This is an optimization exercise on Yosys and OpenROAD, whose aim is small area, a short achievable clock period and few clock cycles, not a production implementation.
Function was checked by simulation only, so behaviour that the tests miss may differ from the original.
Power and IR drop assume default switching activity.

==> inputs of v31 <==
==> flow/design.v <==
module JAM (
input CLK,
input RST,
output reg [2:0] W,
output reg [2:0] J,
input [6:0] Cost,
output reg [3:0] MatchCount,
output reg [9:0] MinCost,
output reg Valid );
localparam [2:0] PH_HUNG = 3'd0, PH_AUG = 3'd1, PH_TIGHT = 3'd2, PH_RES = 3'd5, PH_RYS = 3'd3, PH_DONE = 3'd4;
localparam [3:0] ROOT = 4'b1000;
integer k;
reg [2:0] ph;
reg       s0v, s0k, s0first, s0last, s0trr, s0lazy, s0zero, s0t, s0rf, s0rl;
reg [7:0] rem;
reg [2:0] i;             
reg [3:0] j0;            
reg [7:0] used, usedprev;
reg [6:0] Dprev;
reg [8:0] K;
reg [7:0] bestD;         
reg [2:0] bj, bp;
reg       bpv;
reg [7:0] tmask;
reg [2:0] ja;
reg [7:0] M   [0:7];     
reg [6:0] w   [0:7];     
reg [3:0] way [0:7];
reg [2:0] p   [0:7];
reg [7:0] pv;
reg       s1v, s1k, s1first, s1last, s1trr, s1lazy, s1zero, s1t, s1rf, s1rl;
reg [2:0] s1c, s1r;
reg       s2v, s2k, s2first, s2last, s2trr, s2t, s2rf, s2rl;
reg [2:0] s2c, s2r;
reg [6:0] cost_q, wq;
reg [7:0] Mq1;
reg       s3v, s3k, s3first, s3last, s3trr, s3t, s3rf, s3rl;
reg [2:0] s3c, s3r;
reg [7:0] yq, Mq2;
reg [2:0] pq;
reg       pvq;
reg [7:0] Rm, Cm, xq, tq, Sq;
reg       spar, sgnk;
reg [3:0] r [0:7];
reg       rlast;
reg       pvld, plast, ppar;
reg [3:0] P;
reg  [7:0] rowb [0:7];
reg  [7:0] F, Fcols;
always @(*) begin
    F = 8'd0; Fcols = 8'd0;
    for (k = 0; k < 8; k = k + 1) begin
        rowb[k] = {M[7][k], M[6][k], M[5][k], M[4][k], M[3][k], M[2][k], M[1][k], M[0][k]} & Cm;
        if (Rm[k] & (rowb[k] != 8'd0) & ((rowb[k] & (rowb[k] - 8'd1)) == 8'd0)) begin
            F[k] = 1'b1;
            Fcols = Fcols | rowb[k];
        end
    end
end
wire [7:0] xn   = ((xq | ~Cm) + 8'd1) & Cm;
wire [7:0] tn   = xn & (~xn + 8'd1);
wire [7:0] x1   = Cm & (~Cm + 8'd1);
reg  [7:0] tcol;
always @(*) begin
    tcol = 8'd0;
    for (k = 0; k < 8; k = k + 1) if (tq[k]) tcol = tcol | M[k];
end
wire       radd = ~|(Sq & tq);
reg [3:0] fac [0:7];
always @(*) for (k = 0; k < 8; k = k + 1) fac[k] = Rm[k] ? r[k] : 4'd1;
wire [3:0] pr01 = fac[0] * fac[1];
wire [3:0] pr23 = fac[2] * fac[3];
wire [3:0] pr45 = fac[4] * fac[5];
wire [3:0] pr67 = fac[6] * fac[7];
wire [3:0] pr03 = pr01 * pr23;
wire [3:0] pr47 = pr45 * pr67;
wire [3:0] prod = pr03 * pr47;
wire [7:0] mr  = M[s1c];
wire [6:0] wr  = w[s1c];
wire [7:0] wlz = {1'b0, wr} + {1'b0, Dprev} - mr;
wire [6:0] wl  = s1zero ? 7'd0 : (s1lazy & usedprev[s1c]) ? wlz[6:0] : wr;
wire [7:0] sum8  = {1'b0, cost_q} + {1'b0, wq};
wire [8:0] yfull = {1'b0, sum8} + K;
wire [7:0] ysat  = (yfull[8] | yfull[7]) ? 8'h80 : {1'b0, yfull[6:0]};
wire [8:0] knew  = {1'b0, bestD} - {1'b0, sum8};
wire       upd  = s3first | (yq < Mq2);
wire [7:0] Mn   = upd ? yq : Mq2;
wire       take = s3trr | (Mn < bestD);
wire [7:0] nD   = take ? Mn  : bestD;
wire [2:0] nj   = take ? s3c : bj;
wire [2:0] np   = take ? pq  : bp;
wire       npv  = take ? pvq : bpv;
wire       hscan = s3v & ~s3k & ~s3t;
wire [7:0] c3bit = 8'd1 << s3c;
wire       tlt   = s3rf | (yq < bestD);
wire       teq   = (yq == bestD);
wire [7:0] nmask = tlt ? c3bit : teq ? (tmask | c3bit) : tmask;
wire [7:0] rlow  = rem & (~rem + 8'd1);
reg  [2:0] rlowi;
always @(*) begin
    rlowi = 3'd0;
    for (k = 7; k >= 0; k = k - 1) if (rlow[k]) rlowi = k;
end
wire [7:0] remn = rem & ~rlow;
wire [3:0] jw = way[ja];
always @(posedge CLK) begin
    s1k <= s0k; s1first <= s0first; s1last <= s0last; s1trr <= s0trr;
    s1lazy <= s0lazy; s1zero <= s0zero; s1t <= s0t; s1rf <= s0rf; s1rl <= s0rl;
    s1c <= J; s1r <= W;
    s2k <= s1k; s2first <= s1first; s2last <= s1last; s2trr <= s1trr;
    s2t <= s1t; s2rf <= s1rf; s2rl <= s1rl; s2c <= s1c; s2r <= s1r;
    s3k <= s2k; s3first <= s2first; s3last <= s2last; s3trr <= s2trr;
    s3t <= s2t; s3rf <= s2rf; s3rl <= s2rl; s3c <= s2c; s3r <= s2r;
    cost_q <= Cost;
    wq     <= wl;
    Mq1    <= mr;
    if (s1v & (s1zero | s1lazy)) w[s1c] <= wl;
    yq  <= ysat;
    Mq2 <= Mq1;
    pq  <= p[s2c];
    pvq <= pv[s2c];
    if (hscan) begin
        if (upd) begin
            M[s3c]   <= yq;
            way[s3c] <= j0;
        end
        bestD <= nD;
        bj    <= nj;
        bp    <= np;
        bpv   <= npv;
    end
    if (s3v & s3t) begin
        bestD <= tlt ? yq : bestD;
        tmask <= nmask;
        if (s3rl)
            for (k = 0; k < 8; k = k + 1) M[k][s3r] <= nmask[k];
    end
    if (ph == PH_AUG)
        p[ja] <= jw[3] ? i : p[jw[2:0]];
    if (ph == PH_TIGHT & s3v & s3rl & (s3r == 3'd7)) begin
        Rm <= 8'hFF;
        Cm <= 8'hFF;
    end else if (ph == PH_RES) begin
        Rm <= Rm & ~F;
        Cm <= Cm & ~Fcols;
        for (k = 0; k < 8; k = k + 1) r[k] <= 4'd0;
        xq   <= x1;
        tq   <= x1;
        Sq   <= 8'd0;
        spar <= 1'b0;
        sgnk <= ^Cm;
    end else if (ph == PH_RYS & ~rlast) begin
        for (k = 0; k < 8; k = k + 1)
            if (tcol[k]) r[k] <= radd ? r[k] + 4'd1 : r[k] - 4'd1;
        xq   <= xn;
        tq   <= tn;
        Sq   <= Sq ^ tq;
        spar <= ~spar;
    end
    P    <= prod;
    ppar <= spar ^ sgnk;
end
always @(posedge CLK or posedge RST) begin
    if (RST) begin
        ph <= PH_HUNG;
        W <= 3'd0; J <= 3'd0;
        s0v <= 1'b1; s0k <= 1'b0; s0first <= 1'b1; s0last <= 1'b0; s0trr <= 1'b1;
        s0lazy <= 1'b0; s0zero <= 1'b1; s0t <= 1'b0; s0rf <= 1'b0; s0rl <= 1'b0;
        rem <= 8'hFE;
        i <= 3'd0; j0 <= ROOT;
        used <= 8'd0; usedprev <= 8'd0; Dprev <= 7'd0;
        pv <= 8'd0; ja <= 3'd0;
        s1v <= 1'b0; s2v <= 1'b0; s3v <= 1'b0;
        rlast <= 1'b0; pvld <= 1'b0; plast <= 1'b0;
        MinCost <= 10'd0; MatchCount <= 4'd0; Valid <= 1'b0;
        K <= 9'd0;
    end else begin
        s1v <= s0v; s2v <= s1v; s3v <= s2v;
        if (s2v & s2k) K <= knew;
        if (s0v) begin
            if (s0t) begin
                if ((W == 3'd7) & (J == 3'd7)) begin
                    s0v <= 1'b0;
                end else begin
                    J <= J + 3'd1;
                    if (J == 3'd7) W <= W + 3'd1;
                    s0rf <= (J == 3'd7);
                    s0rl <= (J == 3'd6);
                    s0lazy <= s0lazy & (J != 3'd7);
                end
            end else if (rem == 8'd0) begin
                s0v <= 1'b0;
            end else begin
                J <= rlowi;
                rem <= remn;
                s0k <= 1'b0;
                s0trr <= s0k;
                s0last <= (remn == 8'd0);
            end
        end
        case (ph)
        PH_HUNG: begin
            if (hscan & s3last) begin
                if (npv) begin
                    used <= used | (8'd1 << nj);
                    j0 <= {1'b0, nj};
                    W <= np; J <= nj;
                    rem <= ~used & ~(8'd1 << nj);
                    s0v <= 1'b1; s0k <= 1'b1; s0first <= 1'b0; s0last <= 1'b0; s0trr <= 1'b0;
                    s0lazy <= 1'b0; s0zero <= 1'b0;
                end else begin
                    MinCost <= MinCost + {2'd0, nD};
                    ja <= nj;
                    ph <= PH_AUG;
                end
            end
        end
        PH_AUG: begin
            pv[ja] <= 1'b1;
            if (jw[3]) begin
                usedprev <= used; Dprev <= bestD[6:0]; used <= 8'd0;
                K <= 9'd0;
                j0 <= ROOT;
                W <= (i == 3'd7) ? 3'd0 : i + 3'd1;
                J <= 3'd0;
                s0v <= 1'b1; s0k <= 1'b0; s0first <= 1'b1; s0last <= 1'b0; s0trr <= 1'b1;
                s0lazy <= 1'b1; s0zero <= 1'b0;
                rem <= 8'hFE;
                if (i == 3'd7) begin
                    ph <= PH_TIGHT;
                    s0t <= 1'b1; s0rf <= 1'b1; s0rl <= 1'b0; s0first <= 1'b0; s0trr <= 1'b0;
                end else begin
                    ph <= PH_HUNG;
                    i <= i + 3'd1;
                end
            end else begin
                ja <= jw[2:0];
            end
        end
        PH_TIGHT: begin
            if (s3v & s3rl & (s3r == 3'd7)) begin
                ph <= PH_RES;
            end
        end
        PH_RES: begin
            if (F == 8'd0) begin
                ph <= PH_RYS;
                rlast <= 1'b0;
                pvld <= 1'b0;
                MatchCount <= 4'd0;
            end
        end
        PH_RYS: begin
            pvld  <= ~rlast;
            plast <= ~rlast & (xq == 8'd0);
            if (xq == 8'd0) rlast <= 1'b1;
            if (pvld) MatchCount <= MatchCount + (ppar ? (4'd0 - P) : P);
            if (plast) begin
                ph <= PH_DONE;
                Valid <= 1'b1;
            end
        end
        default: ;
        endcase
    end
end
endmodule
==> flow/run.sh <==
#!/bin/bash
# synth_recipe.tcl (not shown) runs the flow's synth.tcl, then flattens the netlist and writes it again
# the make line also repeats each setting of config.mk as NAME=value (left out here)
make -C /OpenROAD-flow-scripts/flow DESIGN_CONFIG=/design/flow/config.mk WORK_HOME=/design/flow/orfs CLKGATE_MAP_FILE= SYNTH_SCRIPT=/design/flow/synth_recipe.tcl finish
==> flow/config.mk <==
export PLATFORM = sky130hd
export DESIGN_NAME = JAM
export DESIGN_NICKNAME = JAM
export VERILOG_FILES = /design/flow/design.v
export SDC_FILE = /design/flow/constraint.sdc
export NUM_CORES = 4
export LEC_CHECK = 0
export CAP_MARGIN = 20
export CORE_MARGIN = 2
export CORE_UTILIZATION = 40
export SLEW_MARGIN = 20
==> flow/constraint.sdc <==
create_clock -name core_clock -period 6.0 [get_ports {CLK}]
set_input_delay 1.2000 -clock core_clock [delete_from_list [all_inputs] [get_ports {CLK}]]
set_output_delay 1.2000 -clock core_clock [all_outputs]
set_load 0.01 [all_outputs]
==> inputs of v13, as changes to v31 <==
--- a/flow/design.v
+++ b/flow/design.v
@@ -7,7 +7,7 @@
 output reg [3:0] MatchCount,
 output reg [9:0] MinCost,
 output reg Valid );
-localparam [2:0] PH_HUNG = 3'd0, PH_AUG = 3'd1, PH_TIGHT = 3'd2, PH_RES = 3'd5, PH_RYS = 3'd3, PH_DONE = 3'd4;
+localparam [2:0] PH_HUNG = 3'd0, PH_AUG = 3'd1, PH_TIGHT = 3'd2, PH_RYS = 3'd3, PH_DONE = 3'd4;
 localparam [3:0] ROOT = 4'b1000;
 integer k;
 reg [2:0] ph;
@@ -39,43 +39,76 @@
 reg [7:0] yq, Mq2;
 reg [2:0] pq;
 reg       pvq;
-reg [7:0] Rm, Cm, xq, tq, Sq;
-reg       spar, sgnk;
+reg [6:0] rc;
 reg [3:0] r [0:7];
 reg       rlast;
 reg       pvld, plast, ppar;
-reg [3:0] P;
-reg  [7:0] rowb [0:7];
-reg  [7:0] F, Fcols;
+reg [3:0] P00, P01, P10, P11;
+reg  [2:0] rb;
 always @(*) begin
-    F = 8'd0; Fcols = 8'd0;
+    rb = 3'd6;
+    for (k = 5; k >= 0; k = k - 1) if (rc[k]) rb = k;
+end
+wire [2:0] rg   = rb + 3'd2;
+wire       radd = ~rc[rb + 3'd1];
+function [5:0] lg;
+    input [3:0] v;
+    case (v)
+        4'd1:    lg = 6'b0_00_0_00;
+        4'd2:    lg = 6'b0_01_0_00;
+        4'd3:    lg = 6'b0_00_1_11;
+        4'd4:    lg = 6'b0_10_0_00;
+        4'd5:    lg = 6'b0_00_0_01;
+        4'd6:    lg = 6'b0_01_1_11;
+        4'd7:    lg = 6'b0_00_1_10;
+        4'd8:    lg = 6'b0_11_0_00;
+        4'd9:    lg = 6'b0_00_0_10;
+        4'd10:   lg = 6'b0_01_0_01;
+        default: lg = 6'b1_00_0_00;
+    endcase
+endfunction
+function [3:0] prod8;
+    input [31:0] f;
+    reg [5:0] l;
+    reg       z, sg;
+    reg [4:0] e;
+    reg [1:0] kk;
+    reg [3:0] od;
+    integer   n;
+    begin
+        z = 1'b0; sg = 1'b0; e = 5'd0; kk = 2'd0;
+        for (n = 0; n < 8; n = n + 1) begin
+            l  = lg(f[4*n +: 4]);
+            z  = z | l[5];
+            e  = e + {3'd0, l[4:3]};
+            sg = sg ^ l[2];
+            kk = kk + l[1:0];
+        end
+        case ({sg, kk})
+            3'b000: od = 4'd1;
+            3'b001: od = 4'd5;
+            3'b010: od = 4'd9;
+            3'b011: od = 4'd13;
+            3'b100: od = 4'd15;
+            3'b101: od = 4'd11;
+            3'b110: od = 4'd7;
+            default: od = 4'd3;
+        endcase
+        prod8 = (z | (e > 5'd3)) ? 4'd0 : (od << e[1:0]);
+    end
+endfunction
+reg [31:0] f00, f01, f10, f11;
+always @(*) begin
     for (k = 0; k < 8; k = k + 1) begin
-        rowb[k] = {M[7][k], M[6][k], M[5][k], M[4][k], M[3][k], M[2][k], M[1][k], M[0][k]} & Cm;
-        if (Rm[k] & (rowb[k] != 8'd0) & ((rowb[k] & (rowb[k] - 8'd1)) == 8'd0)) begin
-            F[k] = 1'b1;
-            Fcols = Fcols | rowb[k];
-        end
-    end
-end
-wire [7:0] xn   = ((xq | ~Cm) + 8'd1) & Cm;
-wire [7:0] tn   = xn & (~xn + 8'd1);
-wire [7:0] x1   = Cm & (~Cm + 8'd1);
-reg  [7:0] tcol;
-always @(*) begin
-    tcol = 8'd0;
-    for (k = 0; k < 8; k = k + 1) if (tq[k]) tcol = tcol | M[k];
-end
-wire       radd = ~|(Sq & tq);
-reg [3:0] fac [0:7];
-always @(*) for (k = 0; k < 8; k = k + 1) fac[k] = Rm[k] ? r[k] : 4'd1;
-wire [3:0] pr01 = fac[0] * fac[1];
-wire [3:0] pr23 = fac[2] * fac[3];
-wire [3:0] pr45 = fac[4] * fac[5];
-wire [3:0] pr67 = fac[6] * fac[7];
-wire [3:0] pr03 = pr01 * pr23;
-wire [3:0] pr47 = pr45 * pr67;
-wire [3:0] prod = pr03 * pr47;
-wire [7:0] mr  = M[s1c];
+        f00[4*k +: 4] = r[k];
+        f01[4*k +: 4] = r[k] + {3'd0, M[0][k]};
+        f10[4*k +: 4] = r[k] + {3'd0, M[1][k]};
+        f11[4*k +: 4] = r[k] + {3'd0, M[0][k]} + {3'd0, M[1][k]};
+    end
+end
+wire [3:0] d4 = P00 - P01 - P10 + P11;
+wire [2:0] mra = (ph == PH_RYS) ? rg : s1c;
+wire [7:0] mr  = M[mra];
 wire [6:0] wr  = w[s1c];
 wire [7:0] wlz = {1'b0, wr} + {1'b0, Dprev} - mr;
 wire [6:0] wl  = s1zero ? 7'd0 : (s1lazy & usedprev[s1c]) ? wlz[6:0] : wr;
@@ -138,27 +171,16 @@
     if (ph == PH_AUG)
         p[ja] <= jw[3] ? i : p[jw[2:0]];
     if (ph == PH_TIGHT & s3v & s3rl & (s3r == 3'd7)) begin
-        Rm <= 8'hFF;
-        Cm <= 8'hFF;
-    end else if (ph == PH_RES) begin
-        Rm <= Rm & ~F;
-        Cm <= Cm & ~Fcols;
         for (k = 0; k < 8; k = k + 1) r[k] <= 4'd0;
-        xq   <= x1;
-        tq   <= x1;
-        Sq   <= 8'd0;
-        spar <= 1'b0;
-        sgnk <= ^Cm;
     end else if (ph == PH_RYS & ~rlast) begin
         for (k = 0; k < 8; k = k + 1)
-            if (tcol[k]) r[k] <= radd ? r[k] + 4'd1 : r[k] - 4'd1;
-        xq   <= xn;
-        tq   <= tn;
-        Sq   <= Sq ^ tq;
-        spar <= ~spar;
-    end
-    P    <= prod;
-    ppar <= spar ^ sgnk;
+            if (mr[k]) r[k] <= radd ? r[k] + 4'd1 : r[k] - 4'd1;
+    end
+    P00  <= prod8(f00);
+    P01  <= prod8(f01);
+    P10  <= prod8(f10);
+    P11  <= prod8(f11);
+    ppar <= ~rc[0];
 end
 always @(posedge CLK or posedge RST) begin
     if (RST) begin
@@ -171,7 +193,7 @@
         used <= 8'd0; usedprev <= 8'd0; Dprev <= 7'd0;
         pv <= 8'd0; ja <= 3'd0;
         s1v <= 1'b0; s2v <= 1'b0; s3v <= 1'b0;
-        rlast <= 1'b0; pvld <= 1'b0; plast <= 1'b0;
+        rc <= 7'd1; rlast <= 1'b0; pvld <= 1'b0; plast <= 1'b0;
         MinCost <= 10'd0; MatchCount <= 4'd0; Valid <= 1'b0;
         K <= 9'd0;
     end else begin
@@ -239,12 +261,8 @@
         end
         PH_TIGHT: begin
             if (s3v & s3rl & (s3r == 3'd7)) begin
-                ph <= PH_RES;
-            end
-        end
-        PH_RES: begin
-            if (F == 8'd0) begin
                 ph <= PH_RYS;
+                rc <= 7'd1;
                 rlast <= 1'b0;
                 pvld <= 1'b0;
                 MatchCount <= 4'd0;
@@ -252,9 +270,10 @@
         end
         PH_RYS: begin
             pvld  <= ~rlast;
-            plast <= ~rlast & (xq == 8'd0);
-            if (xq == 8'd0) rlast <= 1'b1;
-            if (pvld) MatchCount <= MatchCount + (ppar ? (4'd0 - P) : P);
+            plast <= ~rlast & rc[6];
+            if (rc[6]) rlast <= 1'b1;
+            else rc <= rc + 7'd1;
+            if (pvld) MatchCount <= MatchCount + (ppar ? (4'd0 - d4) : d4);
             if (plast) begin
                 ph <= PH_DONE;
                 Valid <= 1'b1;
==> inputs of v23, as changes to v31 <==
--- a/flow/design.v
+++ b/flow/design.v
@@ -7,7 +7,8 @@
 output reg [3:0] MatchCount,
 output reg [9:0] MinCost,
 output reg Valid );
-localparam [2:0] PH_HUNG = 3'd0, PH_AUG = 3'd1, PH_TIGHT = 3'd2, PH_RES = 3'd5, PH_RYS = 3'd3, PH_DONE = 3'd4;
+localparam [2:0] PH_HUNG = 3'd0, PH_AUG = 3'd1, PH_TIGHT = 3'd2, PH_RES = 3'd3,
+                 PH_RYS = 3'd4, PH_DONE = 3'd5;
 localparam [3:0] ROOT = 4'b1000;
 integer k;
 reg [2:0] ph;
@@ -28,6 +29,8 @@
 reg [3:0] way [0:7];
 reg [2:0] p   [0:7];
 reg [7:0] pv;
+reg [7:0] mrd;
+reg [6:0] wrd;
 reg       s1v, s1k, s1first, s1last, s1trr, s1lazy, s1zero, s1t, s1rf, s1rl;
 reg [2:0] s1c, s1r;
 reg       s2v, s2k, s2first, s2last, s2trr, s2t, s2rf, s2rl;
@@ -44,7 +47,7 @@
 reg [3:0] r [0:7];
 reg       rlast;
 reg       pvld, plast, ppar;
-reg [3:0] P;
+reg [3:0] pq03, pq47;
 reg  [7:0] rowb [0:7];
 reg  [7:0] F, Fcols;
 always @(*) begin
@@ -74,27 +77,29 @@
 wire [3:0] pr67 = fac[6] * fac[7];
 wire [3:0] pr03 = pr01 * pr23;
 wire [3:0] pr47 = pr45 * pr67;
-wire [3:0] prod = pr03 * pr47;
-wire [7:0] mr  = M[s1c];
-wire [6:0] wr  = w[s1c];
-wire [7:0] wlz = {1'b0, wr} + {1'b0, Dprev} - mr;
-wire [6:0] wl  = s1zero ? 7'd0 : (s1lazy & usedprev[s1c]) ? wlz[6:0] : wr;
+wire [3:0] prod = pq03 * pq47;
+wire [7:0] wlz = {1'b0, wrd} + {1'b0, Dprev} - mrd;
+wire [6:0] wl  = s1zero ? 7'd0 : (s1lazy & usedprev[s1c]) ? wlz[6:0] : wrd;
 wire [7:0] sum8  = {1'b0, cost_q} + {1'b0, wq};
 wire [8:0] yfull = {1'b0, sum8} + K;
 wire [7:0] ysat  = (yfull[8] | yfull[7]) ? 8'h80 : {1'b0, yfull[6:0]};
 wire [8:0] knew  = {1'b0, bestD} - {1'b0, sum8};
-wire       upd  = s3first | (yq < Mq2);
-wire [7:0] Mn   = upd ? yq : Mq2;
-wire       take = s3trr | (Mn < bestD);
-wire [7:0] nD   = take ? Mn  : bestD;
+wire       c_yM = yq < Mq2;
+wire       c_yB = yq < bestD;
+wire       c_MB = Mq2 < bestD;
+wire       upd  = s3first | c_yM;
+wire       take = s3trr | (upd ? c_yB : c_MB);
+wire [7:0] nD   = take ? (upd ? yq : Mq2) : bestD;
 wire [2:0] nj   = take ? s3c : bj;
 wire [2:0] np   = take ? pq  : bp;
 wire       npv  = take ? pvq : bpv;
 wire       hscan = s3v & ~s3k & ~s3t;
+wire       hend  = hscan & s3last;
 wire [7:0] c3bit = 8'd1 << s3c;
-wire       tlt   = s3rf | (yq < bestD);
+wire       tlt   = s3rf | c_yB;
 wire       teq   = (yq == bestD);
 wire [7:0] nmask = tlt ? c3bit : teq ? (tmask | c3bit) : tmask;
+wire       tend  = s3v & s3t & s3rl & (s3r == 3'd7);
 wire [7:0] rlow  = rem & (~rem + 8'd1);
 reg  [2:0] rlowi;
 always @(*) begin
@@ -102,7 +107,8 @@
     for (k = 7; k >= 0; k = k - 1) if (rlow[k]) rlowi = k;
 end
 wire [7:0] remn = rem & ~rlow;
-wire [3:0] jw = way[ja];
+wire [3:0] jw   = way[ja];
+wire       augd = (ph == PH_AUG) & jw[3];
 always @(posedge CLK) begin
     s1k <= s0k; s1first <= s0first; s1last <= s0last; s1trr <= s0trr;
     s1lazy <= s0lazy; s1zero <= s0zero; s1t <= s0t; s1rf <= s0rf; s1rl <= s0rl;
@@ -111,9 +117,11 @@
     s2t <= s1t; s2rf <= s1rf; s2rl <= s1rl; s2c <= s1c; s2r <= s1r;
     s3k <= s2k; s3first <= s2first; s3last <= s2last; s3trr <= s2trr;
     s3t <= s2t; s3rf <= s2rf; s3rl <= s2rl; s3c <= s2c; s3r <= s2r;
+    mrd <= M[J];
+    wrd <= w[J];
     cost_q <= Cost;
     wq     <= wl;
-    Mq1    <= mr;
+    Mq1    <= mrd;
     if (s1v & (s1zero | s1lazy)) w[s1c] <= wl;
     yq  <= ysat;
     Mq2 <= Mq1;
@@ -129,35 +137,55 @@
         bp    <= np;
         bpv   <= npv;
     end
+    if (hend) ja <= nj;
     if (s3v & s3t) begin
-        bestD <= tlt ? yq : bestD;
+        if (tlt) bestD <= yq;
         tmask <= nmask;
         if (s3rl)
             for (k = 0; k < 8; k = k + 1) M[k][s3r] <= nmask[k];
     end
-    if (ph == PH_AUG)
+    if (ph == PH_AUG) begin
         p[ja] <= jw[3] ? i : p[jw[2:0]];
-    if (ph == PH_TIGHT & s3v & s3rl & (s3r == 3'd7)) begin
+        ja    <= jw[2:0];
+    end
+    if (augd) begin
+        usedprev <= used;
+        Dprev    <= bestD[6:0];
+    end
+    if (tend) begin
         Rm <= 8'hFF;
         Cm <= 8'hFF;
-    end else if (ph == PH_RES) begin
+    end
+    if (ph == PH_RES) begin
         Rm <= Rm & ~F;
         Cm <= Cm & ~Fcols;
         for (k = 0; k < 8; k = k + 1) r[k] <= 4'd0;
-        xq   <= x1;
-        tq   <= x1;
-        Sq   <= 8'd0;
-        spar <= 1'b0;
-        sgnk <= ^Cm;
-    end else if (ph == PH_RYS & ~rlast) begin
-        for (k = 0; k < 8; k = k + 1)
-            if (tcol[k]) r[k] <= radd ? r[k] + 4'd1 : r[k] - 4'd1;
-        xq   <= xn;
-        tq   <= tn;
-        Sq   <= Sq ^ tq;
-        spar <= ~spar;
-    end
-    P    <= prod;
+        xq    <= x1;
+        tq    <= x1;
+        Sq    <= 8'd0;
+        spar  <= 1'b0;
+        sgnk  <= ^Cm;
+        rlast <= 1'b0;
+        pvld  <= 1'b0;
+        plast <= 1'b0;
+        MatchCount <= 4'd0;
+    end
+    if (ph == PH_RYS) begin
+        if (~rlast) begin
+            for (k = 0; k < 8; k = k + 1)
+                if (tcol[k]) r[k] <= radd ? r[k] + 4'd1 : r[k] - 4'd1;
+            xq   <= xn;
+            tq   <= tn;
+            Sq   <= Sq ^ tq;
+            spar <= ~spar;
+        end
+        if (xq == 8'd0) rlast <= 1'b1;
+        pvld  <= ~rlast;
+        plast <= ~rlast & (xq == 8'd0);
+        if (pvld) MatchCount <= MatchCount + (ppar ? (4'd0 - prod) : prod);
+    end
+    pq03 <= pr03;
+    pq47 <= pr47;
     ppar <= spar ^ sgnk;
 end
 always @(posedge CLK or posedge RST) begin
@@ -168,11 +196,10 @@
         s0lazy <= 1'b0; s0zero <= 1'b1; s0t <= 1'b0; s0rf <= 1'b0; s0rl <= 1'b0;
         rem <= 8'hFE;
         i <= 3'd0; j0 <= ROOT;
-        used <= 8'd0; usedprev <= 8'd0; Dprev <= 7'd0;
-        pv <= 8'd0; ja <= 3'd0;
+        used <= 8'd0;
+        pv <= 8'd0;
         s1v <= 1'b0; s2v <= 1'b0; s3v <= 1'b0;
-        rlast <= 1'b0; pvld <= 1'b0; plast <= 1'b0;
-        MinCost <= 10'd0; MatchCount <= 4'd0; Valid <= 1'b0;
+        MinCost <= 10'd0; Valid <= 1'b0;
         K <= 9'd0;
     end else begin
         s1v <= s0v; s2v <= s1v; s3v <= s2v;
@@ -200,7 +227,7 @@
         end
         case (ph)
         PH_HUNG: begin
-            if (hscan & s3last) begin
+            if (hend) begin
                 if (npv) begin
                     used <= used | (8'd1 << nj);
                     j0 <= {1'b0, nj};
@@ -209,8 +236,6 @@
                     s0v <= 1'b1; s0k <= 1'b1; s0first <= 1'b0; s0last <= 1'b0; s0trr <= 1'b0;
                     s0lazy <= 1'b0; s0zero <= 1'b0;
                 end else begin
-                    MinCost <= MinCost + {2'd0, nD};
-                    ja <= nj;
                     ph <= PH_AUG;
                 end
             end
@@ -218,7 +243,8 @@
         PH_AUG: begin
             pv[ja] <= 1'b1;
             if (jw[3]) begin
-                usedprev <= used; Dprev <= bestD[6:0]; used <= 8'd0;
+                MinCost <= MinCost + {2'd0, bestD};
+                used <= 8'd0;
                 K <= 9'd0;
                 j0 <= ROOT;
                 W <= (i == 3'd7) ? 3'd0 : i + 3'd1;
@@ -233,28 +259,15 @@
                     ph <= PH_HUNG;
                     i <= i + 3'd1;
                 end
-            end else begin
-                ja <= jw[2:0];
             end
         end
         PH_TIGHT: begin
-            if (s3v & s3rl & (s3r == 3'd7)) begin
-                ph <= PH_RES;
-            end
+            if (tend) ph <= PH_RES;
         end
         PH_RES: begin
-            if (F == 8'd0) begin
-                ph <= PH_RYS;
-                rlast <= 1'b0;
-                pvld <= 1'b0;
-                MatchCount <= 4'd0;
-            end
+            if (F == 8'd0) ph <= PH_RYS;
         end
         PH_RYS: begin
-            pvld  <= ~rlast;
-            plast <= ~rlast & (xq == 8'd0);
-            if (xq == 8'd0) rlast <= 1'b1;
-            if (pvld) MatchCount <= MatchCount + (ppar ? (4'd0 - P) : P);
             if (plast) begin
                 ph <= PH_DONE;
                 Valid <= 1'b1;
==> flow_metrics.py <==
metrics = {
    "timing": {
        "period_needed_ps": 5497,
    },
    "detailed_routing": {
        "routed_via_density": 5.908,
        "drtIter0Drc": 1623,
    },
    "outcome": {
        "outcome": "timing/DRC/antenna clean",
    },
    "power": {
        "p_total_w": 0.006621,
    },
    "die": {
        "core-area_um2": 60470,
    },
    "global_route": {
        "track_usage_pct": 22.28,
    },
    "placement": {
        "place_inst": 3086,
    },
}
# the run above: v31

==> flow_metrics.py <==
metrics = {
    "detailed_routing": {
        "routed_via_density": 5.726,
        "drtIter0Drc": 1635,
    },
    "die": {
        "core-area_um2": 60470,
    },
    "layout": {
        "nFillCells": 5487,
    },
    "power": {
        "p_total_w": 0.006949,
    },
    "outcome": {
        "outcome": "timing/DRC/antenna clean",
    },
    "placement": {
        "place_inst": 3016,
    },
    "global_route": {
        "use_met3_pct": 2.951,
    },
    "synth": {
        "synth_warnings": 4,
    },
}
# the run above: v23

==> flow_metrics.py <==
metrics = {
    "timing": {
        "period_needed_ps": 5932,
    },
    "power": {
        "p_total_w": 0.007106,
    },
    "detailed_routing": {
        "routed_via_density": 5.267,
        "drtIter0Drc": 1357,
    },
    "global_route": {
        "track_usage_pct": 20.37,
    },
    "outcome": {
        "outcome": "timing/DRC/antenna clean",
    },
    "placement": {
        "place_inst": 4359,
    },
}
# the run above: v13

Testbench counts of v31, summed over its fixed seeds: cycles 3,717.
Testbench counts of v13, summed over its fixed seeds: cycles 4,126.
Testbench counts of v23, summed over its fixed seeds: cycles 3,717.

static timing again, ports no longer ideal:
The results above use ideal ports. As a check the final layouts listed here were re-extracted and re-timed, cells and wires unchanged. Step 1 assumes that a clkbuf_16 drives the clock port and a buf_2 every other input. Step 2 moves the port delays by t, midway between the first and last clock arrival at a register: inputs arrive t later, outputs are due t later. That takes back most of the time a late clock gives input paths. Three values: ideal ports, drivers, drivers and shift; two values: the first two.
| run | t (ns) | setup WS [ns] | latest minus earliest clock arrival (ns) |
|---|---|---|---|
| v31 | 0.663 | 0.503 / 0.503 / 0.503 | 0.027 / 0.027 |
| v13 | 0.679 | 0.068 / 0.068 / 0.068 | 0.043 / 0.044 |
| v23 | 0.665 | 2.425 / 2.425 / 2.425 | 0.036 / 0.036 |
After both steps every run listed still meets setup and hold.
